Source: an optimization exercise on an open RTL-to-GDS flow (aim: small area). Production flows keep margins and buffers that such runs may drop. Function was checked by simulation only, so behaviour that the tests miss may differ from the original. Power figures rest on the tool's default switching activity, not on a simulated workload.

File: flow/config.mk
export PLATFORM = sky130hd
export DESIGN_NAME = sync_fifo
export DESIGN_NICKNAME = sync_fifo
export VERILOG_FILES = /design/flow/design.v
export SDC_FILE = /design/flow/constraint.sdc
export NUM_CORES = 4
export LEC_CHECK = 0
export CAP_MARGIN = 20
export CORE_MARGIN = 2
export CORE_UTILIZATION = 40
export SLEW_MARGIN = 20
File: flow/constraint.sdc
create_clock -name core_clock -period 5.0 [get_ports {clk}]
set_input_delay 1.0000 -clock core_clock [delete_from_list [all_inputs] [get_ports {clk}]]
set_output_delay 1.0000 -clock core_clock [all_outputs]
set_load 0.01 [all_outputs]
File: flow/design.v
module sync_fifo #(		
	parameter	DEPTH=8,            
	parameter	WIDTH=32,           
	parameter	AF_LEVEL = 1,       
	parameter	AE_LEVEL = 1,       
  	parameter	DEPTH_LOG=$clog2(DEPTH)  
)(
	input					clk,         
	input					rstn,        
	input					push,        
	input					pop,         
	input 		[WIDTH-1:0]	din,        
	output 		[WIDTH-1:0]	dout,       
	output					full,        
	output					empty,       
	output					a_full,      
	output					a_empty      
);
	reg [WIDTH-1:0]		mem[DEPTH-1:0]; 
	reg [DEPTH_LOG-1:0]	wr_ptr;
	reg [DEPTH_LOG-1:0]	rd_ptr;
	reg [DEPTH_LOG  :0]	diff_ptr;
	always @(posedge clk, negedge rstn)
	if	(!rstn) begin
		for (int i=0; i<DEPTH; i++) 
			mem[i] = 0;
	end else if (push) begin
		mem[wr_ptr] <= din;
	end
	always @(posedge clk, negedge rstn)
	if		(!rstn) 
		wr_ptr <= 0;
	else if (push) 
		wr_ptr <= wr_ptr + 1;
	always @(posedge clk, negedge rstn)
	if		(!rstn) 
		rd_ptr <= 0;
	else if (pop) 
		rd_ptr <= rd_ptr + 1;
	assign dout = mem[rd_ptr];
	always @(posedge clk, negedge rstn)
	if		(!rstn) 
		diff_ptr <= 0;
	else 
		diff_ptr <= diff_ptr + push - pop;	
	assign	full  = diff_ptr >= DEPTH;
	assign	a_full = diff_ptr >= DEPTH - AF_LEVEL;
	assign	empty = diff_ptr == 0;
	assign	a_empty = diff_ptr <= AE_LEVEL;	
endmodule
File: flow/run.sh
#!/bin/bash
# synth_recipe.tcl (not shown) runs the flow's synth.tcl, then flattens the netlist and writes it again
# the make line also repeats each setting of config.mk as NAME=value (left out here)
make -C /OpenROAD-flow-scripts/flow DESIGN_CONFIG=/design/flow/config.mk WORK_HOME=/design/flow/orfs CLKGATE_MAP_FILE= SYNTH_SCRIPT=/design/flow/synth_recipe.tcl finish
==> impl_results.md, run 1 <==
- Multi-input combinational cell area: 0.005234 mm^2
- Number of distinct library cells after synthesis: 28
- Logic pwr share: 0.452
- Yosys top cell area share: 0.5468
- CP Capture Type: primary output
- Setup slack of the worst register-to-register path: 2.68 ns
- Cell-by-cell listing of the critical path: ha_1 -> ha_2 -> or4_1 -> or2_2 -> buf_12 -> a41oi_1 -> clkdlybuf4s50_1
- Power density over the cells: 753.0 mW/mm^2
- Most common library cell in the layout ignoring fill and taps: mux2_2
- Most frequent cells in the layout: mux2_2, dfrtp_1, clkdlybuf4s50_1, nand2_1
- Synth Area per Inst: 13.88 um^2
- Clock power frac: 0.197
- Layout Area Growth over Synthesis: 17.31%
- Core Region: 0.02980 mm^2
- Final hold vios: 0
- Sw Share: 0.3388
- Height of the die: 178.5 um
- Number of buffers added to fix hold violations after cts: 0
- Yosys warns: 2
- Antenna Diode Count: 0
- Number of antenna violations at the first check in global routing: 0
- Clock skew after layout: 0.008402 ns
- CP Capture Point: dout[27]
- Final min period: 4.516 ns
- Final layout net count: 989
- CTS tree: built
- Syn nets: 933
- Status: finished clean
- Footprint of the flip-flops and latches: 0.006658 mm^2
- Clock edge transition at the registers on the reported setup and hold paths: 0.06 ns
- Horiz. Die Dim: 178.5 um
- Detailed-placement wirelength estimate: 16.31 mm
- Slew Limit Fails: 0
- Initial core utilization: 0.4085
- Crit path largest cell delay: 0.57 ns
- Standard-cell row count: 63
- Maximum clock frequency: 221.5 MHz
- Vias post-DR: 7,546
- Fill cells: 2,611
- Aggregate global routing overflow: 0
- CTS H-tree depth: 1
- Worst EP required: 4.00 ns
- Total number of clock tree sinks: 266
- Total of max-cap violations: 0
- Average via count per standard cell: 5.619
- Number of remaining DRC errors: 0
- Leak: 5.988 nW
- Number of setup buffers added after CTS: 0
- Overall global routing resource usage: 0.1889
- Sequential cell area fraction in the yosys report: 0.5468
- Critical R2R Capture: mem[5][16]
- Total negative setup slack: 0 ns
- Class of the most critical hold timing path: reg -> reg
- Standard cell with the maximum stage delay on the critical path: or2_2
- Die area: 0.03184 mm^2
- CTS Buf Count: 29
- Worst setup path startpoint: rd_ptr[0]
- Number of instances in the synthesized netlist: 877
- Unrepaired setup endpoints after global routing: no
- Sequential share of power: 0.351
- First-pass GRT wire length: 46.20 mm
- Leading area contributor after synthesis: dfrtp_1
- 1st-iter DRT viols: 510
- Final setup viols: 0
- Post-Route WL: 29.12 mm
- CP max FO: 17
- Source-to-sink clock delay at the later pin of the worst-skew pair: 0.54 ns
- Count of TritonRoute iterations in the first routing pass: 6
- Buffers added on ports: 71
- Synthesized area: 0.01217 mm^2
- Number of storage elements in the synthesis netlist: 266
- Maximum vdd ir drop: 0.4066 mV
- Normalized max-slew margin: 0.2579
- Post-detailed-route count of antenna-violating nets: 0
- Worst Setup Path Type: reg -> out
- Vias in the first global route: 7,871
- Gpl congestion: 0.7089
- Layout cells sized above 1: 0.4166
- Cell-internal power: 0.007109 W
- Average wire per cell in the routed design: 21.68 um
- Crit path DAT: 3.52 ns
- Pin count of the biggest net entering global routing: 124
- CP Launch Type: register
- Clock tree buffer depth: 3
- Worst slack on hold paths: 0.4983 ns
- IO Pins: 72
- Most area-consuming cells after synthesis: dfrtp_1, mux2_2, a41oi_2
- Root Buffer: clkbuf_16
- Worst-Margin Slew: 1.109 ns
- Post-CTS Resized: 0
- Post-route fraction of the period consumed by the critical path: 0.9031
- Length in cells of the worst reg-to-reg path: 5
- Sw Pwr: 0.003643 W
- Overall power of the completed layout: 0.01075 W
- Origin of the critical flop-to-flop path: wr_ptr[1]
-- sequential cells by signal, summed over array words and instances, names as in the netlist --
signal,count
diff_ptr,4
mem,256
rd_ptr,3
wr_ptr,3
-- layout make-up --
type                    instances  share of cell area
clock buffers                  43             0.05941
clock inverters                 8            0.006747
inverters                      14            0.003680
multi-input cells             532              0.3665
flip-flops and latches        266              0.4662
well taps                     390             0.03417
repair buffers                 90             0.06326
-- worst max-delay path: cells and delay by family (launching register included) --
kind | cells | cell delay (ns)
and+or+nand+nor | 2 | 1.08
DFF | 1 | 0.42
buffers and inverters | 2 | 0.84
AOI/OAI and AO/OA | 1 | 0.18
adders and majority gates | 2 | 0.42
-- power groups by stage --
stage	sequential, W	clock [W]	combinational [W]
2_1_floorplan	0.00365	0	0.00324
3_3_place_gp	0.00376	0	0.00483
3_5_place_dp	0.00381	0	0.00489
4_1_cts	0.00377	0.00217	0.00492
5_1_grt	0.00391	0.00226	0.00526
6_report	0.00377	0.00212	0.00486
-- cell usage after synthesis, drive strengths merged --
| cell | instances |
|---|---|
| a21o | 1 |
| a21oi | 3 |
| a222oi | 32 |
| a22o | 32 |
| a31o | 1 |
| a41oi | 32 |
| and2 | 2 |
| buf | 30 |
| clkbuf | 35 |
| dfrtp | 266 |
| fa | 1 |
| ha | 19 |
| inv | 14 |
| mux2 | 288 |
| nand2 | 72 |
| nand3 | 4 |
| nor2 | 2 |
| nor2b | 3 |
| nor3 | 32 |
| o21ai | 2 |
| or2 | 1 |
| or4 | 1 |
| xnor2 | 1 |
| xor2 | 3 |
-- how the worst min path moves through the flow --
stage	start	to	depth (start not counted)	slack, ns
6_report	mem[1][26]	mem[1][26]	1	0.50
5_1_grt	mem[4][14]	mem[4][14]	1	0.51
4_1_cts	mem[1][26]	mem[1][26]	1	0.50
3_5_place_dp	mem[1][12]	mem[1][12]	1	0.49
3_3_place_gp	mem[5][3]	mem[5][3]	1	0.48
2_1_floorplan	mem[5][0]	mem[5][0]	1	0.47
-- routing by layer --
metal / vias to the layer above / routed length, um / global-route usage
met5: - / 0 / 0
met4: 0 / 654 / 0.04607
met3: 41 / 1241 / 0.02089
met2: 171 / 13630 / 0.3073
met1: 3960 / 13600 / 0.2707
li1: 3374 / - / -
-- cell families (layout without fill, tap and decap cells) --
family / after synthesis / count (layout) / synth area share
AND/OR/NAND/NOR: 117 / 117 / 0.04132
adder cells (fa/ha/maj): 20 / 20 / 0.02117
multiplexers: 288 / 288 / 0.2664
buffers and inverters: 79 / 155 / 0.02713
flip-flops: 266 / 266 / 0.5468
AO/OA/AOI/OAI: 103 / 103 / 0.09426
XOR/XNOR: 4 / 4 / 0.002879
-- stage by stage --
stage | std cells | utilization | cell area (um^2) | worst slack (ns)
floorplan | 877 | - | 12170 | 1.055
global placement | 1291 | 0.4465 | 13300 | 1.103
detailed placement | 1291 | 0.4465 | 13300 | 1.043
CTS | 1342 | 0.4782 | 14250 | 0.4437
global route | 1343 | 0.4793 | 14280 | 0.3249
finish | 1343 | 0.4793 | 14280 | 0.4843
==> inputs of run 2 (changes only) <==
==> flow/design.v (replaced) <==
module sync_fifo #(
	parameter	DEPTH=8,
	parameter	WIDTH=32,
	parameter	AF_LEVEL = 1,
	parameter	AE_LEVEL = 1,
	parameter	DEPTH_LOG=$clog2(DEPTH)
)(
	input					clk,
	input					rstn,
	input					push,
	input					pop,
	input 		[WIDTH-1:0]	din,
	output 		[WIDTH-1:0]	dout,
	output					full,
	output					empty,
	output					a_full,
	output					a_empty
);
	reg [WIDTH-1:0]		mem[DEPTH-1:0];
	integer i;
	always @(posedge clk)
	if (push) begin
		mem[0] <= din;
		for (i=1; i<DEPTH; i=i+1)
			mem[i] <= mem[i-1];
	end
	reg [4:0]	jc;
	wire		up = push & ~pop;
	wire		dn = pop & ~push;
	always @(posedge clk, negedge rstn)
	if		(!rstn)
		jc <= 5'b00000;
	else if (up)
		jc <= {jc[3:0], ~jc[4]};
	else if (dn)
		jc <= {~jc[0], jc[4:1]};
	wire [8:0] st;
	assign st[0] = ~jc[0] & ~jc[4];
	assign st[1] =  jc[0] & ~jc[1];
	assign st[2] =  jc[1] & ~jc[2];
	assign st[3] =  jc[2] & ~jc[3];
	assign st[4] =  jc[3] & ~jc[4];
	assign st[5] =  jc[4] &  jc[0];
	assign st[6] = ~jc[0] &  jc[1];
	assign st[7] = ~jc[1] &  jc[2];
	assign st[8] = ~jc[2] &  jc[3];
	genvar b;
	generate for (b=0; b<WIDTH; b=b+1) begin : rdb
		wire g0, g1;
		fifo_aoi222 u0 (.a0(st[1]), .b0(mem[0][b]), .a1(st[2]), .b1(mem[1][b]), .a2(st[3]), .b2(mem[2][b]), .y(g0));
		fifo_aoi222 u1 (.a0(st[4]), .b0(mem[3][b]), .a1(st[5]), .b1(mem[4][b]), .a2(st[6]), .b2(mem[5][b]), .y(g1));
		fifo_rdout  u2 (.g0(g0), .g1(g1), .a0(st[7]), .b0(mem[6][b]), .a1(st[8]), .b1(mem[7][b]), .y(dout[b]));
	end endgenerate
	assign	full    = st[8];
	assign	a_full  = ~jc[1] & jc[3];	 
	assign	empty   = st[0];
	assign	a_empty = ~jc[1] & ~jc[4];	 
endmodule
module fifo_aoi222 (input a0, b0, a1, b1, a2, b2, output y);
	assign y = ~((a0 & b0) | (a1 & b1) | (a2 & b2));
endmodule
module fifo_rdout (input g0, g1, a0, b0, a1, b1, output y);
	assign y = ~(g0 & g1) | (a0 & b0) | (a1 & b1);
endmodule
==> flow/flow/run.sh (new file) <==
#!/bin/bash
# Standard ORFS layout with two changes: the port buffers use the smallest buffer
# cell, and the clock tree uses larger sink clusters of clkbuf_4 without dummy loads.
set -euo pipefail
export BUFFER_PORTS_ARGS="-buffer_cell sky130_fd_sc_hd__buf_1"
export CTS_ARGS="-sink_clustering_enable -repair_clock_nets -buf_list sky130_fd_sc_hd__clkbuf_8 -sink_clustering_size 16 -sink_clustering_max_diameter 40 -dont_use_dummy_load"
bash standard.sh > standard_make.log 2>&1
==> flow/standard.sh (new file) <==
#!/bin/bash
# synth_recipe.tcl (not shown) runs the flow's synth.tcl, then flattens the netlist and writes it again
# the make line also repeats each setting of config.mk as NAME=value (left out here)
make -C /OpenROAD-flow-scripts/flow DESIGN_CONFIG=/design/flow/config.mk WORK_HOME=/design/flow/orfs CLKGATE_MAP_FILE= SYNTH_SCRIPT=/design/flow/synth_recipe.tcl "${@:-finish}"
--- a/flow/config.mk
+++ b/flow/config.mk
@@ -10,2 +10,4 @@
 export CORE_UTILIZATION = 40
 export SLEW_MARGIN = 20
+export SYNTH_HIERARCHICAL = 1
+export SYNTH_MINIMUM_KEEP_SIZE = 0
removed: flow/run.sh
==> run 2 against run 1 <==
Critical path type unchanged. Global-route usage fell by 3.8 points. Synthesized cell count fell by 52%. Final cell count fell by 39%. Highest routed layer unchanged. Routed wire length fell by 37%. Clock skew rose by 0.029 ns. Utilization fell by 2.1 points. Sequential cell count fell by 5.
==> impl_results.md, run 2 <==
- Root Buffer: clkbuf_8
- Buffers added on ports: 71
- Layout cells sized above 1: 0.09434
- CP max FO: 32
- Status: finished clean
- Most area-consuming cells after synthesis: edfxtp_1, a222oi_1, a22oi_1
- Slew Limit Fails: 0
- Sequential share of power: 0.534
- Synth Area in Simple Gates: 0.02996
- Crit path DAT: 2.60 ns
- Power density over the cells: 486.7 mW/mm^2
- Logic pwr share: 0.207
- Maximum clock frequency: 277.5 MHz
- Sw Share: 0.2945
- Critical R2R Capture: jc[0]
- Vias post-DR: 4,823
- Crit path largest cell delay: 0.92 ns
- Multiplexer fraction of the synthesized cell area: 0.003313
- Die area: 0.02388 mm^2
- CTS H-tree depth: 2
- CP Launch Type: register
- Number of buffers added to fix hold violations after cts: 0
- Worst EP required: 4.00 ns
- Register with the most flip-flops: mem
- Class of the most critical hold timing path: in -> async
- Combinational family with the most area after synthesis: compound AO/OA/AOI/OAI gates
- Number of storage elements in the synthesis netlist: 261
- Final setup margin: 1.396 ns
- Maximum vdd ir drop: 0.2265 mV
- Average via count per standard cell: 5.918
- Clock edge transition at the registers on the reported setup and hold paths: 0.06 ns
- Average wire per cell in the routed design: 22.41 um
- Clock power frac: 0.258
- Aggregate global routing overflow: 0
- 1st-iter DRT viols: 767
- Sequential cell area fraction in the yosys report: 0.8620
- Count of TritonRoute iterations in the first routing pass: 5
- Normalized max-slew margin: 0.2870
- Worst Setup Path Type: reg -> out
- Post-route fraction of the period consumed by the critical path: 0.7209
- Post-Route WL: 18.27 mm
- Pin count of the biggest net entering global routing: 77
- Vias in the first global route: 4,871
- Post-synth top cells: edfxtp_1, a222oi_1, a22oi_1, nand3_1, nor2b_1
- Layout Area Growth over Synthesis: 13.31%
- Syn nets: 459
- Number of remaining DRC errors: 0
- IO Pins: 72
- Clock skew after layout: 0.03715 ns
- Standard cell with the maximum stage delay on the critical path: nor2b_4
- Origin of the critical flop-to-flop path: jc[4]
- Max FFs per register: 256
- Fraction of synthesized cell area in xor and xnor cells: 0
- Post-synthesis adder-cell area fraction: 0.002761
- Synthesized area: 0.009064 mm^2
- Final setup viols: 0
- Total of max-cap violations: 0
- CTS Buf Count: 34
- Number of setup buffers added after CTS: 0
- Final layout net count: 570
- Antenna Diode Count: 0
- Post-synth EDFFs: 256
- Sw Pwr: 0.001472 W
- Number of distinct library cells after synthesis: 18
- Final min period: 3.604 ns
- Post-CTS Resized: 0
- Standard-cell row count: 55
- Core Region: 0.02243 mm^2
- Cell-by-cell listing of the critical path: nor2b_4 -> a222oi_1 -> nand3_1 -> buf_1
- Total negative setup slack: 0 ns
- First-pass GRT wire length: 28.15 mm
- Biggest registers after layout: mem x256, jc x5
- Gpl congestion: 0.7004
- Horiz. Die Dim: 154.5 um
- Yosys top cell area share: 0.8482
- Number of antenna violations at the first check in global routing: 0
- Leak: 3.316 nW
- Post-detailed-route count of antenna-violating nets: 0
- Unrepaired setup endpoints after global routing: no
- Share of async-settable or async-resettable flops after synthesis: 0.01916
- Length in cells of the worst reg-to-reg path: 2
- Detailed-placement wirelength estimate: 9.563 mm
- DP Worst Slack: 1.928 ns
- Height of the die: 154.5 um
- Leading area contributor after synthesis: edfxtp_1
- CTS tree: built
- Most frequent cells in the layout: edfxtp_1, buf_1, a222oi_1, clkbuf_8
- Worst-Margin Slew: 1.067 ns
- Number of instances in the synthesized netlist: 421
- Source-to-sink clock delay at the later pin of the worst-skew pair: 0.52 ns
- Total number of clock tree sinks: 261
- Cell-internal power: 0.003526 W
- Initial core utilization: 0.4040
- Fill cells: 1,926
- Setup slack of the worst register-to-register path: 4.07 ns
- Most common cell in the netlist: edfxtp_1
- Most common library cell in the layout ignoring fill and taps: edfxtp_1
- Overall global routing resource usage: 0.1514
- Clock tree buffer depth: 3
- Yosys warns: 9
- Final hold vios: 0
- Synth Area per Inst: 21.53 um^2
- Share of the synthesized area in compound gates (AO/OA/AOI/OAI): 0.1010
- Main flop type after synthesis: edfxtp_1
- CP Capture Type: primary output
-- run 2: cell types whose count changed after synthesis, sizes merged, moves of 34 or more --
cell    delta
edfxtp   +256
mux2     -288
dfrtp    -261
nand2     -67
clkbuf    -34
-- run 2: how the worst max path moves through the flow --
stage,start,to,cells past startpoint
2_1_floorplan,jc[3],dout[0],3
3_3_place_gp,jc[3],dout[29],4
3_5_place_dp,jc[2],dout[1],4
4_1_cts,jc[2],dout[1],4
5_1_grt,jc[2],dout[1],4
6_report,jc[2],dout[1],4
-- run 2: per-module statistics from Yosys (local to each module, per instance) --
module / cells / times used / area [um^2]
sync_fifo: 293 / 1 / 8023
fifo_rdout: 2 / 32 / 12.51
fifo_aoi222: 1 / 64 / 10.01
-- run 2: kinds of logic (layout without fill, tap and decap cells) --
kind of cell    after synthesis  count (layout)
buf+inv                       2             111
flops                       261             261
simple gates                 52              52
compound gates              101             101
mux                           3               3
fa+ha+maj                     2               2
-- run 2: critical path, delay by kind of cell (launching register included) --
kind	cells	cell delay (ns)
AND/OR/NAND/NOR	2	1.13
flip-flops	1	0.53
AO/OA/AOI/OAI	1	0.26
buffers and inverters	1	0.17
-- run 2: area by class of cell --
class                      count  area [um^2]  share of cell area
clock buffer                  34        467.9             0.04557
inverter                       1        3.754           0.0003655
multi-input combinational    158         1284              0.1250
sequential                   261         7812              0.7607
tap                          285        356.6             0.03472
timing repair buffer          76        345.3             0.03363
-- run 2: stage by stage --
step	hold slack [ns]	instances	instance area [um^2]	power, W	utilization
final	0.3370	815	10270	0.004998	0.4578
after global placement	0.4309	780	9782	0.003747	0.4360
after detailed placement	0.4339	780	9782	0.003762	0.4360
after floorplan	0.4252	421	9064	0.003259	-
after CTS	0.3259	814	10250	0.005062	0.4569
after global routing	0.3329	815	10270	0.005235	0.4578
-- run 2: layer usage --
metal,vias to the layer above,GRT usage,part of all wire,wire [um]
met3,34,0.03138,0.091,1666
met1,2426,0.2301,0.44,8069
met2,256,0.2162,0.45,8130
met4,0,0.05556,0.022,403
met5,-,0,0,0
li1,2107,-,-,-
-- run 2: power groups by stage --
stage                     sequential, W  combinational [W]  clock, W
after floorplan                 0.00267           0.000588         0
after global placement          0.00270            0.00105         0
after detailed placement        0.00272            0.00105         0
after CTS                       0.00267            0.00105   0.00134
after global routing            0.00269            0.00113   0.00142
final                           0.00267            0.00104   0.00129
==> inputs of run 3 (changes only) <==
==> flow/flow/run.sh (replaced) <==
#!/bin/bash
# Standard ORFS layout with two changes: the port buffers use the smallest buffer
# cell, and the clock tree is built with the clustering and buffers given below,
# without dummy loads.
set -euo pipefail
export BUFFER_PORTS_ARGS="-buffer_cell sky130_fd_sc_hd__buf_1"
export CTS_ARGS="-sink_clustering_enable -repair_clock_nets -buf_list sky130_fd_sc_hd__clkbuf_8 -sink_clustering_size 20 -sink_clustering_max_diameter 45 -dont_use_dummy_load"
bash standard.sh > standard_make.log 2>&1
--- a/flow/config.mk
+++ b/flow/config.mk
@@ -8,5 +8,5 @@
 export CAP_MARGIN = 20
 export CORE_MARGIN = 2
-export CORE_UTILIZATION = 40
+export CORE_UTILIZATION = 65
 export SLEW_MARGIN = 20
 export SYNTH_HIERARCHICAL = 1
==> run 3 against run 2 <==
Die area decreased by 38%. Cell area decreased by 2.8%. Clock power decreased by 19%. Critical path depth increased by 1. Combinational power about the same. First-iteration DRC count increased by 14%. Routed wire length decreased by 7.6%. Highest routed layer unchanged. Via count decreased by 0.66%.
==> impl_results.md, run 3 <==
- Final hold vios: 0
- Post-synth EDFFs: 256
- Worst Setup Path Type: reg -> out
- Standard-cell row count: 43
- Clock power frac: 0.222
- Crit path DAT: 2.77 ns
- Sw Share: 0.2920
- Worst-Margin Slew: 1.041 ns
- CTS Buf Count: 24
- Status: finished clean
- Post-synth top cells: edfxtp_1, a222oi_1, a22oi_1, nand3_1, nor2b_1
- Number of setup buffers added after CTS: 0
- Number of instances in the synthesized netlist: 421
- Placed Instance Area: 0.009648 mm^2
- Synthesized area: 0.009064 mm^2
- Slew Limit Fails: 0
- Logic pwr share: 0.215
- Buffers added on ports: 71
- CP top delay family: simple AND/OR/NAND/NOR gates
- Average via count per standard cell: 6.854
- Height of the die: 122.1 um
- Post-detailed-route count of antenna-violating nets: 0
- Number of storage elements in the synthesis netlist: 261
- Overall global routing resource usage: 0.2310
- Aggregate global routing overflow: 0
- Total negative setup slack: 0 ns
- Leading area contributor after synthesis: edfxtp_1
- Vias post-DR: 4,791
- Register with the most flip-flops: mem
- Initial core utilization: 0.6581
- Clock edge transition at the registers on the reported setup and hold paths: 0.08 ns
- Total of max-cap violations: 0
- CP Launch Type: register
- Crit path buffers/inverters: 2
- Synth Area per Inst: 21.53 um^2
- Crit path largest cell delay: 0.82 ns
- Die area: 0.01490 mm^2
- Worst EP required: 4.00 ns
- IO Pins: 72
- Cell-internal power: 0.003352 W
- Maximum vdd ir drop: 0.3016 mV
- Yosys top cell area share: 0.8482
- Power density over the cells: 474.5 mW/mm^2
- Most frequent cells in the layout: edfxtp_1, buf_1, a222oi_1, a22oi_1, nand3_1
- Antenna Diode Count: 0
- Number of remaining DRC errors: 0
- Source-to-sink clock delay at the later pin of the worst-skew pair: 0.55 ns
- Count of TritonRoute iterations in the first routing pass: 7
- Leak: 3.236 nW
- Layout cells sized above 1: 0.07129
- Yosys warns: 9
- Biggest registers after layout: mem x256, jc x5
- Class of the most critical hold timing path: in -> async
- Final setup viols: 0
- Horiz. Die Dim: 122.1 um
- Clock tree buffer depth: 3
- Finished layout cell area: 0.009978 mm^2
- Post-CTS Resized: 0
- First-pass GRT wire length: 25.94 mm
- Unrepaired setup endpoints after global routing: no
- Detailed-placement wirelength estimate: 9.091 mm
- Sw Pwr: 0.001382 W
- CP Capture Type: primary output
- Post-Route WL: 16.88 mm
- CTS H-tree depth: 1
- Most area-consuming cells after synthesis: edfxtp_1, a222oi_1, a22oi_1
- Total number of clock tree sinks: 261
- CP Depth: 5
- Most common library cell in the layout ignoring fill and taps: edfxtp_1
- Sequential cell area fraction in the yosys report: 0.8620
- Cell-by-cell listing of the critical path: and2b_1 -> buf_4 -> a222oi_1 -> nand3_1 -> buf_1
- Core Region: 0.01377 mm^2
- Number of antenna violations at the first check in global routing: 0
- Number of buffers added to fix hold violations after cts: 0
- Final layout net count: 559
- Gpl congestion: 0.7366
- Vias in the first global route: 4,644
- Pin count of the biggest net entering global routing: 103
- Normalized max-slew margin: 0.3045
- Syn nets: 459
- Length in cells of the worst reg-to-reg path: 2
- Clock skew after layout: 0.05792 ns
- Max FFs per register: 256
- Share of async-settable or async-resettable flops after synthesis: 0.01916
- 1st-iter DRT viols: 876
- Post-route fraction of the period consumed by the critical path: 0.7531
- Maximum clock frequency: 265.6 MHz
- Most common cell in the netlist: edfxtp_1
- Standard cell with the maximum stage delay on the critical path: and2b_1
- Sequential share of power: 0.563
- Root Buffer: clkbuf_8
- CP max FO: 17
- CTS tree: built
- Number of distinct library cells after synthesis: 18
- Main flop type after synthesis: edfxtp_1
- Final min period: 3.765 ns
- Layout Area Growth over Synthesis: 10.09%
- Average wire per cell in the routed design: 24.15 um
-- run 3: cell counts after synthesis --
Identical to the previous run, type by type.
-- run 3: worst paths after layout --
| check | startpoint | endpoint | slack, ns |
|---|---|---|---|
| max | jc[1] | dout[9] | 1.23 |
| min | rstn | jc[3] | 0.30 |
| max reg2reg | jc[0] | jc[4] | 4.05 |
| min reg2reg | mem[1][23] | mem[2][23] | 0.43 |
| max in group asynchronous | rstn | jc[4] | 4.48 |
| min in group core_clock | mem[1][23] | mem[2][23] | 0.43 |
-- run 3: power groups by stage --
stage | Combinational [W] | Sequential, W | Clock [W]
after floorplan | 0.000588 | 0.00267 | 0
after global placement | 0.00100 | 0.00270 | 0
after detailed placement | 0.00103 | 0.00271 | 0
after CTS | 0.00103 | 0.00267 | 0.00108
after global routing | 0.00111 | 0.00269 | 0.00115
final | 0.00102 | 0.00267 | 0.00105
-- run 3: cell families (layout without fill, tap and decap cells) --
family | count (synthesis) | count (layout) | synth area share
mux | 3 | 3 | 0.003313
compound gates | 101 | 101 | 0.1010
simple gates | 52 | 52 | 0.02996
fa+ha+maj | 2 | 2 | 0.002760
flops | 261 | 261 | 0.8620
buf+inv | 2 | 100 | 0.0009654
-- run 3: layout make-up --
class	instances	area, um^2
inverter	1	3.754
multi-input combinational	158	1281
timing repair buffer	75	325.3
sequential	261	7812
tap	180	225.2
clock buffer	24	330.3
fill	876	3795
-- run 3: worst register-to-register path: cells and delay by family, from the launching register on --
| family | cells | cell delay, ns |
|---|---|---|
| DFF | 1 | 0.47 |
| and+or+nand+nor | 1 | 0.17 |
| AOI/OAI and AO/OA | 1 | 0.21 |
-- run 3: metal layers --
| layer | global-route usage | share of wire | vias to the layer above |
|---|---|---|---|
| met5 | 0 | 0 | - |
| met4 | 0.06178 | 0.020 | 0 |
| met3 | 0.03792 | 0.079 | 26 |
| met2 | 0.3509 | 0.48 | 244 |
| met1 | 0.3585 | 0.42 | 2437 |
| li1 | - | - | 2084 |
-- run 3: per-module statistics from Yosys, one instance, submodules excluded --
module,flops+latches,copies in the design,cell area (um^2)
sync_fifo,261,1,8023
fifo_aoi222,0,64,10.01
fifo_rdout,0,32,12.51
-- run 3: per-stage QoR --
stage                     hold WS (ns)  setup slack [ns]  utilization  std cells  total power (W)
after floorplan                 0.4252             1.944            -        421         0.003259
after global placement          0.4268             1.909       0.7005        675         0.003701
after detailed placement        0.4332             1.811       0.7005        675         0.003738
after CTS                       0.2657             1.201       0.7245        699         0.004777
after global routing            0.2817             1.118       0.7245        699         0.004938
final                           0.2975             1.235       0.7245        699         0.004734
==> inputs of run 4 (changes only) <==
==> flow/flow/run.sh (replaced) <==
#!/bin/bash
# Standard ORFS layout with two changes: the port buffers use the smallest buffer
# cell, and the clock tree is built with the clustering and buffers given below,
# without dummy loads.
set -euo pipefail
export BUFFER_PORTS_ARGS="-buffer_cell sky130_fd_sc_hd__buf_1"
export CTS_ARGS="-sink_clustering_enable -repair_clock_nets -buf_list sky130_fd_sc_hd__clkbuf_16 -sink_clustering_size 30 -sink_clustering_max_diameter 90 -dont_use_dummy_load"
bash standard.sh > standard_make.log 2>&1
==> run 4 against run 3 <==
Clock power about the same. Critical path depth unchanged. Global-route usage is 0.23 points lower. Sequential cell count unchanged. Register-to-register slack barely moved. First-iteration DRC count is 0.23% lower. Non-clock buffer count did not move. Final cell count is 1.7% lower. Largest cell class unchanged. Largest power group unchanged. Highest routed layer unchanged.
==> impl_results.md, run 4 <==
- Number of storage elements in the synthesis netlist: 261
- Number of setup buffers added after CTS: 0
- Maximum vdd ir drop: 0.3456 mV
- Leading area contributor after synthesis: edfxtp_1
- Most frequent cells in the layout: edfxtp_1, buf_1, a222oi_1, a22oi_1, nand3_1
- DP Worst Slack: 1.811 ns
- Most common cell in the netlist: edfxtp_1
- Pin count of the biggest net entering global routing: 103
- Most area-consuming cells after synthesis: edfxtp_1, a222oi_1, a22oi_1
- Register with the most flip-flops: mem
- Core Region: 0.01377 mm^2
- Yosys warns: 9
- Standard-cell row count: 43
- Gpl congestion: 0.7366
- Syn nets: 459
- Synthesized area: 0.009064 mm^2
- Biggest registers after layout: mem x256, jc x5
- Root Buffer: clkbuf_16
- Main flop type after synthesis: edfxtp_1
- Final setup viols: 0
- Leak: 3.212 nW
- Placed Instance Area: 0.009648 mm^2
- Final setup margin: 1.314 ns
- Clock tree buffer depth: 3
- Buffers added on ports: 71
- Number of antenna violations at the first check in global routing: 0
- Cell-by-cell listing of the critical path: and2b_1 -> buf_4 -> a222oi_1 -> nand3_1 -> buf_1
- Worst Setup Path Type: reg -> out
- Clock skew after layout: 0.02510 ns
- Clock edge transition at the registers on the reported setup and hold paths: 0.11 ns
- Standard cell with the maximum stage delay on the critical path: and2b_1
- Unrepaired setup endpoints after global routing: no
- 1st-iter DRT viols: 874
- Post-Route WL: 16.77 mm
- Final layout net count: 547
- Count of TritonRoute iterations in the first routing pass: 8
- Horiz. Die Dim: 122.1 um
- Vias in the first global route: 4,551
- Post-CTS Resized: 0
- Number of distinct library cells after synthesis: 18
- Share of async-settable or async-resettable flops after synthesis: 0.01916
- Overall global routing resource usage: 0.2287
- CTS Buf Count: 12
- Antenna Diode Count: 0
- CP max FO: 17
- Crit path DAT: 2.69 ns
- IO Pins: 72
- CTS tree: built
- Final hold vios: 0
- Finished layout cell area: 0.009948 mm^2
- Class of the most critical hold timing path: in -> async
- Instance count after placement with tap cells included: 675
- Slew Limit Fails: 0
- Worst-Margin Slew: 1.031 ns
- Fill cells: 882
- Total negative setup slack: 0 ns
- Aggregate global routing overflow: 0
- Post-detailed-route count of antenna-violating nets: 0
- Max FFs per register: 256
- Total number of clock tree sinks: 261
- Crit path largest cell delay: 0.81 ns
- Number of remaining DRC errors: 0
- Post-synth EDFFs: 256
- Average wire per cell in the routed design: 24.41 um
- Post-route fraction of the period consumed by the critical path: 0.7371
- Die area: 0.01490 mm^2
- CTS H-tree depth: 1
- Initial core utilization: 0.6581
- Layout cells sized above 1: 0.04931
- Number of instances in the synthesized netlist: 421
- CP top delay family: simple AND/OR/NAND/NOR gates
- Synth Area per Inst: 21.53 um^2
- Multi-input combinational cell area: 0.001281 mm^2
- Height of the die: 122.1 um
- Normalized max-slew margin: 0.3114
- Final core area utilization: 0.7223
- Post-route non-filler standard cell count: 687
- Sequential cell area fraction in the yosys report: 0.8620
- CP Capture Type: primary output
- Power density over the cells: 473.7 mW/mm^2
- Final min period: 3.686 ns
- Vias post-DR: 4,753
- Post-synth top cells: edfxtp_1, a222oi_1, a22oi_1, nand3_1, nor2b_1
- Total of max-cap violations: 0
- Maximum clock frequency: 271.3 MHz
- Worst EP required: 4.00 ns
- Number of buffers added to fix hold violations after cts: 0
- Source-to-sink clock delay at the later pin of the worst-skew pair: 0.46 ns
- Yosys top cell area share: 0.8482
- Layout Area Growth over Synthesis: 9.760%
- Footprint of the flip-flops and latches: 0.007812 mm^2
- Status: finished clean
- First-pass GRT wire length: 25.73 mm
- Average via count per standard cell: 6.918
- Detailed-placement wirelength estimate: 9.091 mm
- Crit path buffers/inverters: 2
- CP Launch Type: register
- Most common library cell in the layout ignoring fill and taps: edfxtp_1
run 4: changes by cell type in the layout (fill, tap and decap cells not counted), sizes merged:
cell,before,now
clkbuf,25,13
run 4: Yosys stat by module, one instance, submodules excluded:
| module | copies in the design | cells inside | cell area [um^2] | flip-flops and latches |
|---|---|---|---|---|
| fifo_rdout | 32 | 2 | 12.51 | 0 |
| sync_fifo | 1 | 293 | 8023 | 261 |
| fifo_aoi222 | 64 | 1 | 10.01 | 0 |
run 4: worst register-to-register path, stage by stage, from the launching register on:
cell     delay (ns)
dfrtp_1        0.48
and2_1         0.19
o31ai_2        0.17
run 4: layout make-up:
class	count	area share
Sequential cell	261	0.7853
Inverter	1	0.0003773
Tap cell	180	0.02264
Multi-Input combinational cell	158	0.1288
Clock buffer	12	0.03018
Timing Repair Buffer	75	0.03270
run 4: path summary, 6_finish.rpt:
path / startpoint / depth (start not counted) / slack (ns) / to
max: jc[1] / 5 / 1.31 / dout[9]
min: rstn / 1 / 0.36 / jc[3]
min in group core_clock: mem[4][18] / 0 / 0.43 / mem[5][18]
max reg2reg: jc[4] / 2 / 4.05 / jc[0]
max in group asynchronous: rstn / 1 / 4.39 / jc[0]
min reg2reg: mem[4][18] / 0 / 0.43 / mem[5][18]
run 4: stage by stage:
| stage | hold WS [ns] | power, W |
|---|---|---|
| 3_3_place_gp | 0.4268 | 0.003701 |
| 6_report | 0.3634 | 0.004713 |
| 3_5_place_dp | 0.4332 | 0.003738 |
| 5_1_grt | 0.3680 | 0.004902 |
| 2_1_floorplan | 0.4252 | 0.003259 |
| 4_1_cts | 0.3580 | 0.004748 |
run 4: power by group:
| group | internal, W | switching [W] | total, W |
|---|---|---|---|
| Sequential | 0.00257 | 0.0000961 | 0.00266 |
| Combinational | 0.000353 | 0.000666 | 0.00102 |
| Clock | 0.000436 | 0.000593 | 0.00103 |
run 4: per-layer routing:
metal	vias up	wire length [um]	track usage
li1	2063	-	-
met1	2415	7024	0.3518
met2	251	8140	0.3582
met3	24	1262	0.03090
met4	0	344	0.05532
met5	-	0	0
run 4: cells by family (layout without fill, tap and decap cells):
kind of cell,after synthesis,after routing,share of synthesized area
AOI/OAI and AO/OA,101,101,0.1010
buffers and inverters,2,88,0.0009654
DFF,261,261,0.8620
and+or+nand+nor,52,52,0.02996
muxes,3,3,0.003313
adders and majority gates,2,2,0.002760
==> inputs of run 5 (changes only) <==
==> flow/flow/run.sh (replaced) <==
#!/bin/bash
# Standard ORFS layout with two changes: the port buffers use the smallest buffer
# cell, and the clock tree is built with the clustering and buffers given below,
# without dummy loads.
set -euo pipefail
export BUFFER_PORTS_ARGS="-buffer_cell sky130_fd_sc_hd__buf_1"
export CTS_ARGS="-sink_clustering_enable -repair_clock_nets -buf_list sky130_fd_sc_hd__clkbuf_8 -sink_clustering_size 20 -sink_clustering_max_diameter 70 -dont_use_dummy_load"
bash standard.sh > standard_make.log 2>&1
==> run 5 against run 4 <==
Sequential cell count unchanged. Critical endpoint unchanged. Clock power decreased by 13%. Register-to-register slack got worse by 0.06 ns. Non-clock buffer count unchanged. Sequential share of layout area increased by 0.53 points. Synthesized cell count unchanged. Fmax decreased by 2.9%. Cell area decreased by 0.67%. Sequential power about the same. Routed wire length increased by 0.57%. Final cell count increased by 0.73%. Hold slack got worse by 0.071 ns.
==> impl_results.md, run 5 <==
- Status: finished clean
- Fraction of synthesized cell area in xor and xnor cells: 0
- Combinational family with the most area after synthesis: compound AO/OA/AOI/OAI gates
- Worst EP required: 4.00 ns
- Most common library cell in the layout ignoring fill and taps: edfxtp_1
- Overall global routing resource usage: 0.2298
- Register with the most flip-flops: mem
- Clock skew after layout: 0.06561 ns
- Biggest registers after layout: mem x256, jc x5
- Layout Area Growth over Synthesis: 9.028%
- Post-route fraction of the period consumed by the critical path: 0.7588
- Count of TritonRoute iterations in the first routing pass: 5
- Most common cell in the netlist: edfxtp_1
- Clock edge transition at the registers on the reported setup and hold paths: 0.12 ns
- Length in cells of the worst reg-to-reg path: 2
- Pin count of the biggest net entering global routing: 103
- Power density over the cells: 463.6 mW/mm^2
- Clock tree buffer depth: 3
- IO Pins: 72
- Post-detailed-route count of antenna-violating nets: 0
- Post-Route WL: 16.87 mm
- Number of storage elements in the synthesis netlist: 261
- Unrepaired setup endpoints after global routing: no
- Number of antenna violations at the first check in global routing: 0
- Total negative setup slack: 0 ns
- Most area-consuming cells after synthesis: edfxtp_1, a222oi_1, a22oi_1
- Setup slack of the worst register-to-register path: 3.99 ns
- Number of instances in the synthesized netlist: 421
- Post-CTS Resized: 0
- Standard-cell row count: 43
- Layout cells sized above 1: 0.05859
- CP Capture Type: primary output
- Horiz. Die Dim: 122.1 um
- CTS Buf Count: 17
- Number of remaining DRC errors: 0
- Number of distinct library cells after synthesis: 18
- Leak: 3.186 nW
- Normalized max-slew margin: 0.2976
- Number of buffers added to fix hold violations after cts: 0
- Root Buffer: clkbuf_8
- Synth Area in Simple Gates: 0.02996
- Yosys warns: 9
- Vias in the first global route: 4,633
- Final setup viols: 0
- Share of the synthesized area in compound gates (AO/OA/AOI/OAI): 0.1010
- Average wire per cell in the routed design: 24.37 um
- Slew Limit Fails: 0
- Final hold vios: 0
- Syn nets: 459
- Average via count per standard cell: 6.868
- Synthesized area: 0.009064 mm^2
- Share of async-settable or async-resettable flops after synthesis: 0.01916
- Yosys top cell area share: 0.8482
- Post-synth top cells: edfxtp_1, a222oi_1, a22oi_1, nand3_1, nor2b_1
- Synth Area per Inst: 21.53 um^2
- Post-synth EDFFs: 256
- Vias post-DR: 4,753
- Class of the most critical hold timing path: in -> async
- CP max FO: 17
- Critical R2R Capture: jc[4]
- Initial core utilization: 0.6581
- Buffers added on ports: 71
- Gpl congestion: 0.7366
- 1st-iter DRT viols: 812
- Aggregate global routing overflow: 0
- CP Launch Type: register
- Source-to-sink clock delay at the later pin of the worst-skew pair: 0.53 ns
- CTS H-tree depth: 1
- First-pass GRT wire length: 25.88 mm
- Origin of the critical flop-to-flop path: jc[3]
- Post-synthesis adder-cell area fraction: 0.002761
- Leading area contributor after synthesis: edfxtp_1
- CTS tree: built
- Detailed-placement wirelength estimate: 9.091 mm
- Most frequent cells in the layout: edfxtp_1, buf_1, a222oi_1, a22oi_1, nand3_1
- Sequential cell area fraction in the yosys report: 0.8620
- Height of the die: 122.1 um
- Multiplexer fraction of the synthesized cell area: 0.003313
- Number of setup buffers added after CTS: 0
- Final layout net count: 552
- Fill cells: 889
- Crit path DAT: 2.79 ns
- Worst setup path startpoint: jc[1]
- Antenna Diode Count: 0
- Worst Setup Path Type: reg -> out
- Worst-Margin Slew: 1.051 ns
- Die area: 0.01490 mm^2
- Overall power of the completed layout: 0.004581 W
- Total number of clock tree sinks: 261
- Core Region: 0.01377 mm^2
- Max FFs per register: 256
- Maximum clock frequency: 263.6 MHz
- Main flop type after synthesis: edfxtp_1
- Total of max-cap violations: 0
- Maximum vdd ir drop: 0.2800 mV
- Final min period: 3.794 ns
-- run 5: cell counts after synthesis --
No cell type changed its count.
-- run 5: metrics by stage --
stage / cell area, um^2 / util / hold slack, ns / cells / setup WS, ns
2_1_floorplan: 9064 / - / 0.4252 / 421 / 1.944
3_3_place_gp: 9648 / 0.7005 / 0.4268 / 675 / 1.909
3_5_place_dp: 9648 / 0.7005 / 0.4332 / 675 / 1.811
4_1_cts: 9882 / 0.7175 / 0.2793 / 692 / 1.196
5_1_grt: 9882 / 0.7175 / 0.2868 / 692 / 1.106
6_report: 9882 / 0.7175 / 0.2923 / 692 / 1.206
-- run 5: worst max path at each step --
stage	end	slack, ns
after floorplan	dout[0]	1.94
after global placement	dout[12]	1.91
after detailed placement	dout[6]	1.81
after CTS	dout[6]	1.20
after global routing	dout[31]	1.11
final	dout[9]	1.21
-- run 5: logic make-up (layout without fill, tap and decap cells) --
group	Yosys count	after routing
flip-flops	261	261
AO/OA/AOI/OAI	101	101
AND/OR/NAND/NOR	52	52
multiplexers	3	3
adder cells (fa/ha/maj)	2	2
buffers and inverters	2	93
-- run 5: report_power, final --
part           total (W)  switching (W)  internal (W)  leakage [nW]
Combinational    0.00102       0.000669      0.000353         0.496
Sequential       0.00266      0.0000960       0.00257          2.57
Clock           0.000894       0.000585      0.000309         0.122
Total            0.00458        0.00135       0.00323          3.19
-- run 5: area by class of cell --
class | count | area, um^2 | share of cell area
clock buffers | 17 | 234.0 | 0.02368
inverters | 1 | 3.754 | 0.0003798
multi-input cells | 158 | 1281 | 0.1297
flip-flops and latches | 261 | 7812 | 0.7906
well taps | 180 | 225.2 | 0.02279
repair buffers | 75 | 325.3 | 0.03292
-- run 5: critical path, cell delays in order (launching register included) --
cell	delay, ns
dfrtp_1	0.49
and2b_1	0.86
buf_4	0.39
a222oi_1	0.16
nand3_1	0.17
buf_1	0.19
-- run 5: Yosys stat by module, one instance, submodules excluded --
module,cells,cell area (um^2),copies in the design
fifo_rdout,2,12.51,32
fifo_aoi222,1,10.01,64
sync_fifo,293,8023,1
-- run 5: layer usage --
layer  vias to the layer above  share of wire  track usage
li1                       2068              -            -
met1                      2392           0.41       0.3523
met2                       261           0.47       0.3551
met3                        32          0.091      0.03558
met4                         0          0.024      0.06106
met5                         -              0            0
==> inputs of run 6 (changes only) <==
==> flow/flow/run.sh (replaced) <==
#!/bin/bash
# Standard ORFS layout with two changes: the port buffers use the smallest buffer
# cell, and the clock tree is built with the clustering and buffers given below,
# without dummy loads.
set -euo pipefail
export BUFFER_PORTS_ARGS="-buffer_cell sky130_fd_sc_hd__buf_1"
export CTS_ARGS="-sink_clustering_enable -repair_clock_nets -buf_list sky130_fd_sc_hd__clkbuf_16 -sink_clustering_size 30 -sink_clustering_max_diameter 70 -dont_use_dummy_load"
bash standard.sh > standard_make.log 2>&1
--- a/flow/config.mk
+++ b/flow/config.mk
@@ -8,5 +8,5 @@
 export CAP_MARGIN = 20
 export CORE_MARGIN = 2
-export CORE_UTILIZATION = 65
+export CORE_UTILIZATION = 40
 export SLEW_MARGIN = 20
 export SYNTH_HIERARCHICAL = 1
==> run 6 against run 5 <==
Clock-buffer cell count is 3 lower. Sequential power hardly changed. Worst setup slack better by 0.16 ns. Non-clock buffer count is 1 higher. Fmax is 4.5% higher. First-iteration DRC count is 2.0% lower. Clock skew is 0.028 ns lower. Synthesized cell count stayed put.
==> impl_results.md, run 6 <==
- Sw Pwr: 0.001402 W
- Leading area contributor after synthesis: edfxtp_1
- Maximum clock frequency: 275.4 MHz
- CP max FO: 32
- Normalized max-slew margin: 0.2853
- Core Region: 0.02243 mm^2
- Standard-cell row count: 55
- Clock power frac: 0.233
- Length in cells of the worst reg-to-reg path: 2
- Fill cells: 1,925
- Final layout net count: 550
- Source-to-sink clock delay at the later pin of the worst-skew pair: 0.49 ns
- Synth Area per Inst: 21.53 um^2
- Post-detailed-route count of antenna-violating nets: 0
- Count of TritonRoute iterations in the first routing pass: 8
- Yosys warns: 9
- Critical R2R Capture: jc[0]
- Total of max-cap violations: 0
- Footprint of the flip-flops and latches: 0.007812 mm^2
- Gpl congestion: 0.7004
- Clock skew after layout: 0.03759 ns
- Class of the most critical hold timing path: in -> async
- Multi-input combinational cell area: 0.001284 mm^2
- Yosys top cell area share: 0.8482
- Most common cell in the netlist: edfxtp_1
- Maximum vdd ir drop: 0.1905 mV
- Root Buffer: clkbuf_16
- Average via count per standard cell: 5.904
- Logic pwr share: 0.215
- Layout cells sized above 1: 0.05882
- Number of antenna violations at the first check in global routing: 0
- Aggregate global routing overflow: 0
- First-pass GRT wire length: 27.52 mm
- Power density over the cells: 475.1 mW/mm^2
- CP Capture Type: primary output
- Register with the most flip-flops: mem
- Origin of the critical flop-to-flop path: jc[4]
- 1st-iter DRT viols: 796
- Horiz. Die Dim: 154.5 um
- IO Pins: 72
- Vias in the first global route: 4,697
- Sequential share of power: 0.552
- Height of the die: 154.5 um
- CTS Buf Count: 14
- Number of instances in the synthesized netlist: 421
- Max FFs per register: 256
- Final setup viols: 0
- Overall global routing resource usage: 0.1459
- CTS tree: built
- Post-route fraction of the period consumed by the critical path: 0.7263
- Pin count of the biggest net entering global routing: 77
- Worst Setup Path Type: reg -> out
- Share of async-settable or async-resettable flops after synthesis: 0.01916
- Unrepaired setup endpoints after global routing: no
- Main flop type after synthesis: edfxtp_1
- Sequential cell area fraction in the yosys report: 0.8620
- Final hold vios: 0
- Total negative setup slack: 0 ns
- Average wire per cell in the routed design: 22.41 um
- Synthesized area: 0.009064 mm^2
- Cell-internal power: 0.003422 W
- Number of storage elements in the synthesis netlist: 261
- Biggest registers after layout: mem x256, jc x5
- Crit path DAT: 2.63 ns
- CP Launch Type: register
- Worst-Margin Slew: 1.070 ns
- Total number of clock tree sinks: 261
- Final min period: 3.631 ns
- Detailed-placement wirelength estimate: 9.563 mm
- Post-synth top cells: edfxtp_1, a222oi_1, a22oi_1, nand3_1, nor2b_1
- Slew Limit Fails: 0
- Clock tree buffer depth: 3
- Clock edge transition at the registers on the reported setup and hold paths: 0.10 ns
- Number of remaining DRC errors: 0
- Most common library cell in the layout ignoring fill and taps: edfxtp_1
- Post-CTS Resized: 0
- Antenna Diode Count: 0
- Status: finished clean
- Buffers added on ports: 71
- Sw Share: 0.2906
- Syn nets: 459
- Setup slack of the worst register-to-register path: 4.06 ns
- Layout Area Growth over Synthesis: 12.01%
- Most frequent cells in the layout: edfxtp_1, buf_1, a222oi_1, a22oi_1, nand3_1
- Most area-consuming cells after synthesis: edfxtp_1, a222oi_1, a22oi_1
- Number of distinct library cells after synthesis: 18
- Overall power of the completed layout: 0.004824 W
- Leak: 3.244 nW
- Post-synth EDFFs: 256
- CTS H-tree depth: 1
- Die area: 0.02388 mm^2
- Number of buffers added to fix hold violations after cts: 0
- Initial core utilization: 0.4040
- Vias post-DR: 4,694
- Post-Route WL: 17.82 mm
- Number of setup buffers added after CTS: 0
- Worst EP required: 4.00 ns
==> run 6: changes by cell type in the layout (fill, tap and decap cells not counted) <==
cell / delta
and2b_1: -2
clkbuf_8: -17
clkbuf_16: +14
and2b_2: +2
buf_12: +1
==> run 6: routing by layer <==
layer / vias up / GRT usage / wire length (um)
met2: 220 / 0.2194 / 8138
li1: 2070 / - / -
met5: - / 0 / 0
met4: 0 / 0.02646 / 247
met3: 20 / 0.02634 / 1504
met1: 2384 / 0.2263 / 7925
==> run 6: cell type report <==
| class | instances | area share |
|---|---|---|
| tap | 285 | 0.03512 |
| sequential | 261 | 0.7695 |
| inverter | 1 | 0.0003697 |
| timing repair buffer | 76 | 0.03402 |
| clock buffer | 14 | 0.03451 |
| multi-input combinational | 158 | 0.1264 |
==> run 6: worst max-delay path by stage <==
stage / from / endpoint / slack [ns]
2_1_floorplan: jc[3] / dout[0] / 1.94
3_3_place_gp: jc[3] / dout[29] / 1.99
3_5_place_dp: jc[2] / dout[1] / 1.93
4_1_cts: jc[2] / dout[1] / 1.39
5_1_grt: jc[2] / dout[1] / 1.29
6_report: jc[2] / dout[1] / 1.37
==> run 6: per-stage QoR <==
stage,setup WS [ns],utilization,instance area (um^2),hold slack (ns),std cells
6_report,1.369,0.4525,10150,0.3445,795
5_1_grt,1.286,0.4525,10150,0.3472,795
4_1_cts,1.392,0.4516,10130,0.3318,794
3_5_place_dp,1.928,0.4360,9782,0.4339,780
3_3_place_gp,1.987,0.4360,9782,0.4309,780
2_1_floorplan,1.944,-,9064,0.4252,421
==> run 6: cell families (layout without fill, tap and decap cells) <==
| family | Yosys count | count (layout) | synth area share |
|---|---|---|---|
| adder cells (fa/ha/maj) | 2 | 2 | 0.002760 |
| AO/OA/AOI/OAI | 101 | 101 | 0.1010 |
| multiplexers | 3 | 3 | 0.003313 |
| buffers and inverters | 2 | 91 | 0.0009654 |
| flip-flops | 261 | 261 | 0.8620 |
| AND/OR/NAND/NOR | 52 | 52 | 0.02996 |
==> run 6: power groups by stage <==
stage	Combinational, W	Sequential, W	Clock [W]
3_5_place_dp	0.00105	0.00272	0
2_1_floorplan	0.000588	0.00267	0
5_1_grt	0.00113	0.00268	0.00123
6_report	0.00104	0.00266	0.00112
4_1_cts	0.00105	0.00267	0.00117
3_3_place_gp	0.00105	0.00270	0
==> run 6: critical path, stage by stage (launching register included) <==
cell	delay (ns)
dfrtp_1	0.54
nor2b_4	0.94
a222oi_1	0.27
nand3_1	0.21
buf_1	0.17
==> run 6: Yosys stat by module (local to each module, per instance) <==
| module | cells | flip-flops and latches |
|---|---|---|
| fifo_rdout | 2 | 0 |
| fifo_aoi222 | 1 | 0 |
| sync_fifo | 293 | 261 |
==> inputs of run 7 (changes only) <==
--- a/flow/design.v
+++ b/flow/design.v
@@ -28,11 +28,17 @@
 	wire		up = push & ~pop;
 	wire		dn = pop & ~push;
+	wire		hold = ~(up | dn);
+	wire [4:0]	jc_n;
+	wire [4:0]	jl = {jc[3:0], ~jc[4]};	 
+	wire [4:0]	jr = {~jc[0], jc[4:1]};	 
+	genvar k;
+	generate for (k=0; k<5; k=k+1) begin : jn
+		fifo_aoi222 u (.a0(up), .b0(jl[k]), .a1(dn), .b1(jr[k]), .a2(hold), .b2(jc[k]), .y(jc_n[k]));
+	end endgenerate
 	always @(posedge clk, negedge rstn)
 	if		(!rstn)
 		jc <= 5'b00000;
-	else if (up)
-		jc <= {jc[3:0], ~jc[4]};
-	else if (dn)
-		jc <= {~jc[0], jc[4:1]};
+	else
+		jc <= ~jc_n;
 	wire [8:0] st;
 	assign st[0] = ~jc[0] & ~jc[4];
==> flow/flow/run.sh (replaced) <==
#!/bin/bash
# Standard ORFS layout with two changes: the port buffers use the smallest buffer
# cell, and the clock tree is built with the clustering and buffers given below,
# without dummy loads.
set -euo pipefail
export BUFFER_PORTS_ARGS="-buffer_cell sky130_fd_sc_hd__buf_1"
export CTS_ARGS="-sink_clustering_enable -repair_clock_nets -buf_list sky130_fd_sc_hd__clkbuf_8 -sink_clustering_size 20 -sink_clustering_max_diameter 70 -dont_use_dummy_load"
bash standard.sh > standard_make.log 2>&1
--- a/flow/config.mk
+++ b/flow/config.mk
@@ -8,5 +8,5 @@
 export CAP_MARGIN = 20
 export CORE_MARGIN = 2
-export CORE_UTILIZATION = 40
+export CORE_UTILIZATION = 65
 export SLEW_MARGIN = 20
 export SYNTH_HIERARCHICAL = 1
==> run 7 against run 6 <==
Largest power group unchanged. Fmax shrank 0.15%. Critical endpoint is now dout[15]. Clock-buffer cell count is 3 higher. Global-route usage increased by 7.9 points. Area after synthesis is 0.37% lower. Sequential share of layout area up 2.3 points. Routed wire length shrank 5.0%. Largest cell class unchanged. Synthesized cell count is 1.2% lower. Combinational power is about 20% lower. Clock skew up 0.032 ns. Worst setup slack got worse by 0.0054 ns. Register-to-register slack got worse by 0.19 ns.
==> impl_results.md, run 7 <==
- Synthesized area: 0.009030 mm^2
- Aggregate global routing overflow: 0
- Count of TritonRoute iterations in the first routing pass: 8
- Initial core utilization: 0.6582
- Unrepaired setup endpoints after global routing: no
- Root Buffer: clkbuf_8
- Number of setup buffers added after CTS: 0
- Most common cell in the netlist: edfxtp_1
- Length in cells of the worst reg-to-reg path: 3
- Maximum clock frequency: 275.0 MHz
- Slew Limit Fails: 0
- Post-detailed-route count of antenna-violating nets: 0
- Number of instances in the synthesized netlist: 416
- Setup slack of the worst register-to-register path: 3.87 ns
- Number of storage elements in the synthesis netlist: 261
- Class of the most critical hold timing path: in -> async
- Normalized max-slew margin: 0.2914
- Main flop type after synthesis: edfxtp_1
- CTS tree: built
- Power density over the cells: 445.5 mW/mm^2
- 1st-iter DRT viols: 850
- Pin count of the biggest net entering global routing: 223
- Crit path buffers/inverters: 1
- Instance count after placement with tap cells included: 668
- Syn nets: 454
- CP Launch Type: register
- CP Capture Type: primary output
- Final setup viols: 0
- CP max FO: 32
- Source-to-sink clock delay at the later pin of the worst-skew pair: 0.50 ns
- Biggest registers after layout: mem x256, jc x5
- Status: finished clean
- Worst EP required: 4.00 ns
- Placed Instance Area: 0.009590 mm^2
- Post-CTS Resized: 0
- Core Region: 0.01372 mm^2
- Final min period: 3.637 ns
- Antenna Diode Count: 0
- Number of distinct library cells after synthesis: 11
- Leak: 3.197 nW
- Die area: 0.01485 mm^2
- Cell-by-cell listing of the critical path: nor2b_4 -> a222oi_1 -> nand3_1 -> buf_1
- Post-route non-filler standard cell count: 686
- Crit path DAT: 2.64 ns
- Worst Setup Path Type: reg -> out
- Fill cells: 825
- Buffers added on ports: 71
- CTS H-tree depth: 1
- Yosys top cell area share: 0.8513
- Vias post-DR: 4,690
- Max FFs per register: 256
- Most frequent cells in the layout: edfxtp_1, buf_1, a222oi_1, a22oi_1, nand3_1
- Number of antenna violations at the first check in global routing: 0
- Horiz. Die Dim: 121.9 um
- Most area-consuming cells after synthesis: edfxtp_1, a222oi_1, a22oi_1
- Average wire per cell in the routed design: 24.67 um
- Leading area contributor after synthesis: edfxtp_1
- Layout cells sized above 1: 0.05534
- Clock skew after layout: 0.06947 ns
- Number of buffers added to fix hold violations after cts: 0
- Register with the most flip-flops: mem
- Post-synth EDFFs: 256
- Synth Area per Inst: 21.71 um^2
- Average via count per standard cell: 6.837
- Origin of the critical flop-to-flop path: jc[4]
- Vias in the first global route: 4,600
- Layout Area Growth over Synthesis: 9.104%
- Post-route fraction of the period consumed by the critical path: 0.7274
- Post-synth top cells: edfxtp_1, a222oi_1, a22oi_1, nand3_1, inv_1
- Finished layout cell area: 0.009852 mm^2
- Total of max-cap violations: 0
- Worst-Margin Slew: 1.061 ns
- Number of remaining DRC errors: 0
- IO Pins: 72
- Overall global routing resource usage: 0.2247
- Share of async-settable or async-resettable flops after synthesis: 0.01916
- Total negative setup slack: 0 ns
- CTS Buf Count: 17
- Yosys warns: 9
- Sequential cell area fraction in the yosys report: 0.8652
- Final layout net count: 546
- Crit path largest cell delay: 0.93 ns
- Detailed-placement wirelength estimate: 8.608 mm
- Critical R2R Capture: jc[0]
- Standard-cell row count: 43
- Maximum vdd ir drop: 0.2756 mV
- Gpl congestion: 0.7679
- Post-Route WL: 16.92 mm
- Clock tree buffer depth: 3
- Height of the die: 121.9 um
- Standard cell with the maximum stage delay on the critical path: nor2b_4
- First-pass GRT wire length: 25.45 mm
- CP top delay family: simple AND/OR/NAND/NOR gates
- Final hold vios: 0
- Most common library cell in the layout ignoring fill and taps: edfxtp_1
- Clock edge transition at the registers on the reported setup and hold paths: 0.11 ns
- Total number of clock tree sinks: 261
run 7: cell count changes after synthesis, sizes merged:
cell	change
inv	+8
mux2i	-3
nand2	-5
and2	-1
nor2	-1
clkbuf	-1
a222oi	+5
o21ai	-3
and2b	-2
o31ai	-2
run 7: worst max-delay path by stage:
stage                     slack (ns)  start  endpoint  cells after the start
final                           1.36  jc[2]  dout[15]                      4
after CTS                       1.37  jc[2]  dout[15]                      4
after global routing            1.22  jc[1]  dout[13]                      4
after global placement          1.97  jc[1]  dout[13]                      4
after detailed placement        1.94  jc[2]  dout[15]                      4
after floorplan                 1.95  jc[3]   dout[0]                      3
run 7: worst register-to-register path, cell delays in order (launching register included):
cell	delay, ns
dfrtp_1	0.49
inv_1	0.07
a222oi_1	0.30
inv_1	0.08
run 7: cell families (layout without fill, tap and decap cells):
| family | Yosys count | count (layout) | synth area share |
|---|---|---|---|
| flip-flops | 261 | 261 | 0.8652 |
| AO/OA/AOI/OAI | 101 | 101 | 0.1031 |
| AND/OR/NAND/NOR | 43 | 43 | 0.02522 |
| buffers and inverters | 9 | 99 | 0.003741 |
| adder cells (fa/ha/maj) | 2 | 2 | 0.002771 |
run 7: where the power goes:
group	switching (W)	leakage, nW	internal (W)
registers	0.0000918	2.57	0.00257
clock network	0.000594	0.122	0.000309
logic	0.000540	0.505	0.000288
run 7: stage by stage:
stage,utilization,worst slack (ns),hold slack (ns),total power [W]
floorplan,-,1.945,0.4252,0.003143
global placement,0.6990,1.969,0.4300,0.003513
detailed placement,0.6990,1.943,0.4336,0.003530
CTS,0.7161,1.367,0.3049,0.004420
global route,0.7181,1.224,0.2941,0.004565
finish,0.7181,1.363,0.3218,0.004389
run 7: area by class of cell:
cell class                 instances  area, um^2  area share
multi-input combinational        146        1229      0.1247
timing repair buffer              73       317.8     0.03226
inverter                           9       33.78    0.003429
sequential                       261        7812      0.7930
tap                              180       225.2     0.02286
clock buffer                      17       234.0     0.02375
run 7: metal layers:
metal	GRT usage	routed length, um
met5	0	0
met4	0.03951	147
met3	0.03558	1541
met2	0.3547	8230
met1	0.3466	7005
run 7: Yosys stat by module (local to each module, per instance):
module       flops+latches  copies in the design  cell area [um^2]
sync_fifo              261                     1              7939
fifo_rdout               0                    32             12.51
fifo_aoi222              0                    69             10.01
==> inputs of run 8 (changes only) <==
--- a/flow/config.mk
+++ b/flow/config.mk
@@ -6,8 +6,8 @@
 export NUM_CORES = 4
 export LEC_CHECK = 0
-export CAP_MARGIN = 20
+export CAP_MARGIN = 0
 export CORE_MARGIN = 2
 export CORE_UTILIZATION = 65
-export SLEW_MARGIN = 20
+export SLEW_MARGIN = 0
 export SYNTH_HIERARCHICAL = 1
 export SYNTH_MINIMUM_KEEP_SIZE = 0
==> run 8 against run 7 <==
Still clean. Register-to-register slack lost 0.02 ns. Utilization shrank 0.20 points. Die area is the same. Clock skew is essentially flat. Combinational power is essentially flat. Synthesized cell count is the same. Area after synthesis is the same. Sequential power is essentially flat. Clock-buffer cell count is the same. Via count grew 0.43%. Sequential cell count is the same. Largest cell class unchanged.
==> impl_results.md, run 8 <==
- Status: finished clean
- Buffers added on ports: 71
- Worst Setup Path Type: reg -> out
- Final hold vios: 0
- Count of TritonRoute iterations in the first routing pass: 5
- Number of remaining DRC errors: 0
- Most area-consuming cells after synthesis: edfxtp_1, a222oi_1, a22oi_1
- Fraction of synthesized cell area in xor and xnor cells: 0
- Crit path DAT: 2.63 ns
- Worst slack on hold paths: 0.3199 ns
- Final core area utilization: 0.7161
- Pin count of the biggest net entering global routing: 223
- Leading area contributor after synthesis: edfxtp_1
- Antenna Diode Count: 0
- Yosys top cell area share: 0.8513
- Register with the most flip-flops: mem
- Worst-Margin Slew: 1.209 ns
- Overall global routing resource usage: 0.2247
- Clock tree buffer depth: 3
- IO Pins: 72
- Core Region: 0.01372 mm^2
- Max FFs per register: 256
- Leak: 3.184 nW
- Final setup viols: 0
- Combinational family with the most area after synthesis: compound AO/OA/AOI/OAI gates
- Biggest registers after layout: mem x256, jc x5
- 1st-iter DRT viols: 905
- Number of storage elements in the synthesis netlist: 261
- Die area: 0.01485 mm^2
- CTS H-tree depth: 1
- CTS Buf Count: 17
- Aggregate global routing overflow: 0
- CP Capture Type: primary output
- Layout Area Growth over Synthesis: 8.799%
- Main flop type after synthesis: edfxtp_1
- Syn nets: 454
- Layout cells sized above 1: 0.05347
- Post-synth top cells: edfxtp_1, a222oi_1, a22oi_1, nand3_1, inv_1
- Sequential cell area fraction in the yosys report: 0.8652
- Vias in the first global route: 4,600
- Horiz. Die Dim: 121.9 um
- Source-to-sink clock delay at the later pin of the worst-skew pair: 0.50 ns
- Share of the synthesized area in compound gates (AO/OA/AOI/OAI): 0.1031
- Vias post-DR: 4,710
- Final layout net count: 545
- Worst EP required: 4.00 ns
- Power density over the cells: 446.1 mW/mm^2
- Class of the most critical hold timing path: in -> async
- Root Buffer: clkbuf_8
- Clock skew after layout: 0.06973 ns
- CTS tree: built
- Number of setup buffers added after CTS: 0
- Post-detailed-route count of antenna-violating nets: 0
- CP Launch Type: register
- Most frequent cells in the layout: edfxtp_1, buf_1, a222oi_1, a22oi_1, nand3_1
- Origin of the critical flop-to-flop path: jc[4]
- Post-synth EDFFs: 256
- Number of instances in the synthesized netlist: 416
- Final min period: 3.630 ns
- Average via count per standard cell: 6.876
- Total number of clock tree sinks: 261
- Post-route fraction of the period consumed by the critical path: 0.7261
- First-pass GRT wire length: 25.45 mm
- Most common cell in the netlist: edfxtp_1
- Average wire per cell in the routed design: 24.36 um
- Share of async-settable or async-resettable flops after synthesis: 0.01916
- Post-Route WL: 16.69 mm
- Unrepaired setup endpoints after global routing: no
- Overall power of the completed layout: 0.004383 W
- Multiplexer fraction of the synthesized cell area: 0
- Total of max-cap violations: 0
- Critical R2R Capture: jc[0]
- Synth Area in Simple Gates: 0.02522
- Yosys warns: 9
- Post-synthesis adder-cell area fraction: 0.002771
- Height of the die: 121.9 um
- Detailed-placement wirelength estimate: 8.608 mm
- Initial core utilization: 0.6582
- Number of distinct library cells after synthesis: 11
- Clock edge transition at the registers on the reported setup and hold paths: 0.11 ns
- Maximum clock frequency: 275.5 MHz
- Slew Limit Fails: 0
- CP max FO: 32
- Length in cells of the worst reg-to-reg path: 3
- Gpl congestion: 0.7679
- Number of antenna violations at the first check in global routing: 0
- Post-CTS Resized: 0
- Normalized max-slew margin: 0.1939
- Synthesized area: 0.009030 mm^2
- Most common library cell in the layout ignoring fill and taps: edfxtp_1
- Maximum vdd ir drop: 0.3044 mV
- Total negative setup slack: 0 ns
- Setup slack of the worst register-to-register path: 3.85 ns
- Number of buffers added to fix hold violations after cts: 0
- Standard-cell row count: 43
- Synth Area per Inst: 21.71 um^2
## run 8: cell counts after synthesis
Identical to the previous run, type by type.
## run 8: stage by stage
step	area (um^2)	worst slack [ns]	instances
floorplan	9030	1.945	416
CTS	9824	1.367	685
finish	9824	1.370	685
global route	9824	1.220	685
global placement	9590	1.969	668
detailed placement	9590	1.943	668
## run 8: report_power, final
group / total, W / switching [W] / internal (W) / leakage [nW]
registers: 0.00266 / 0.0000916 / 0.00257 / 2.57
clock network: 0.000898 / 0.000589 / 0.000309 / 0.122
logic: 0.000826 / 0.000540 / 0.000286 / 0.492
## run 8: worst max-delay path by stage
| stage | start | end | depth (start not counted) |
|---|---|---|---|
| final | jc[2] | dout[13] | 4 |
| after global routing | jc[1] | dout[13] | 4 |
| after CTS | jc[2] | dout[15] | 4 |
| after detailed placement | jc[2] | dout[15] | 4 |
| after global placement | jc[1] | dout[13] | 4 |
| after floorplan | jc[3] | dout[0] | 3 |
## run 8: critical path, cell delays in order (launching register included)
cell and delay (ns):
dfrtp_1 0.56, nor2b_4 0.95, a222oi_1 0.26, nand3_1 0.15, buf_1 0.19
## run 8: metal layers
metal,GRT usage,wire [um],up-vias
met5,0,0,-
met4,0.03951,163,0
met3,0.03558,1540,17
met2,0.3547,8046,247
met1,0.3466,6936,2393
li1,-,-,2053
## run 8: final cells by class
cell class / count / area (um^2)
clock buffers: 17 / 234.0
fillers: 827 / 3895
inverters: 9 / 33.78
multi-input cells: 146 / 1229
flip-flops and latches: 261 / 7812
well taps: 180 / 225.2
repair buffers: 72 / 290.3
## run 8: cell families after synthesis
group	after synthesis
AO/OA/AOI/OAI	101
adder cells (fa/ha/maj)	2
buffers and inverters	9
flip-flops	261
AND/OR/NAND/NOR	43
## run 8: per-module statistics from Yosys, one instance, submodules excluded
module / cells inside / area (um^2)
fifo_rdout: 2 / 12.51
fifo_aoi222: 1 / 10.01
sync_fifo: 283 / 7939

[static timing again, ports no longer ideal]
How much do the figures lean on ideal ports? The routed layouts below were timed once more, with nothing changed but the port constraints.
Step 1: set_driving_cell puts a clkbuf_16 on clk and a buf_2 on each other input, an assumption about the parent block.
Step 2, shift: input delay + t, output delay - t, t = (earliest + latest rising clock arrival at the registers) / 2. This alone moves slack from input paths to output paths.
Slacks: ideal / step 1 / step 2; pairs: ideal / step 1.
| run | t (ns) | setup WS [ns] | worst setup path after step 2 |
|---|---|---|---|
| run 1 | 0.587 | 0.484 / 0.439 / 1.025 | register to output |
| run 2 | 0.538 | 1.396 / 1.355 / 1.893 | register to output |
| run 3 | 0.552 | 1.235 / 1.197 / 1.749 | register to output |
| run 4 | 0.503 | 1.314 / 1.269 / 1.772 | register to output |
| run 5 | 0.535 | 1.206 / 1.169 / 1.705 | register to output |
| run 6 | 0.514 | 1.369 / 1.325 / 1.839 | register to output |
| run 7 | 0.503 | 1.363 / 1.325 / 1.828 | register to output |
| run 8 | 0.504 | 1.370 / 1.331 / 1.835 | register to output |
After both steps every run listed still meets setup and hold.
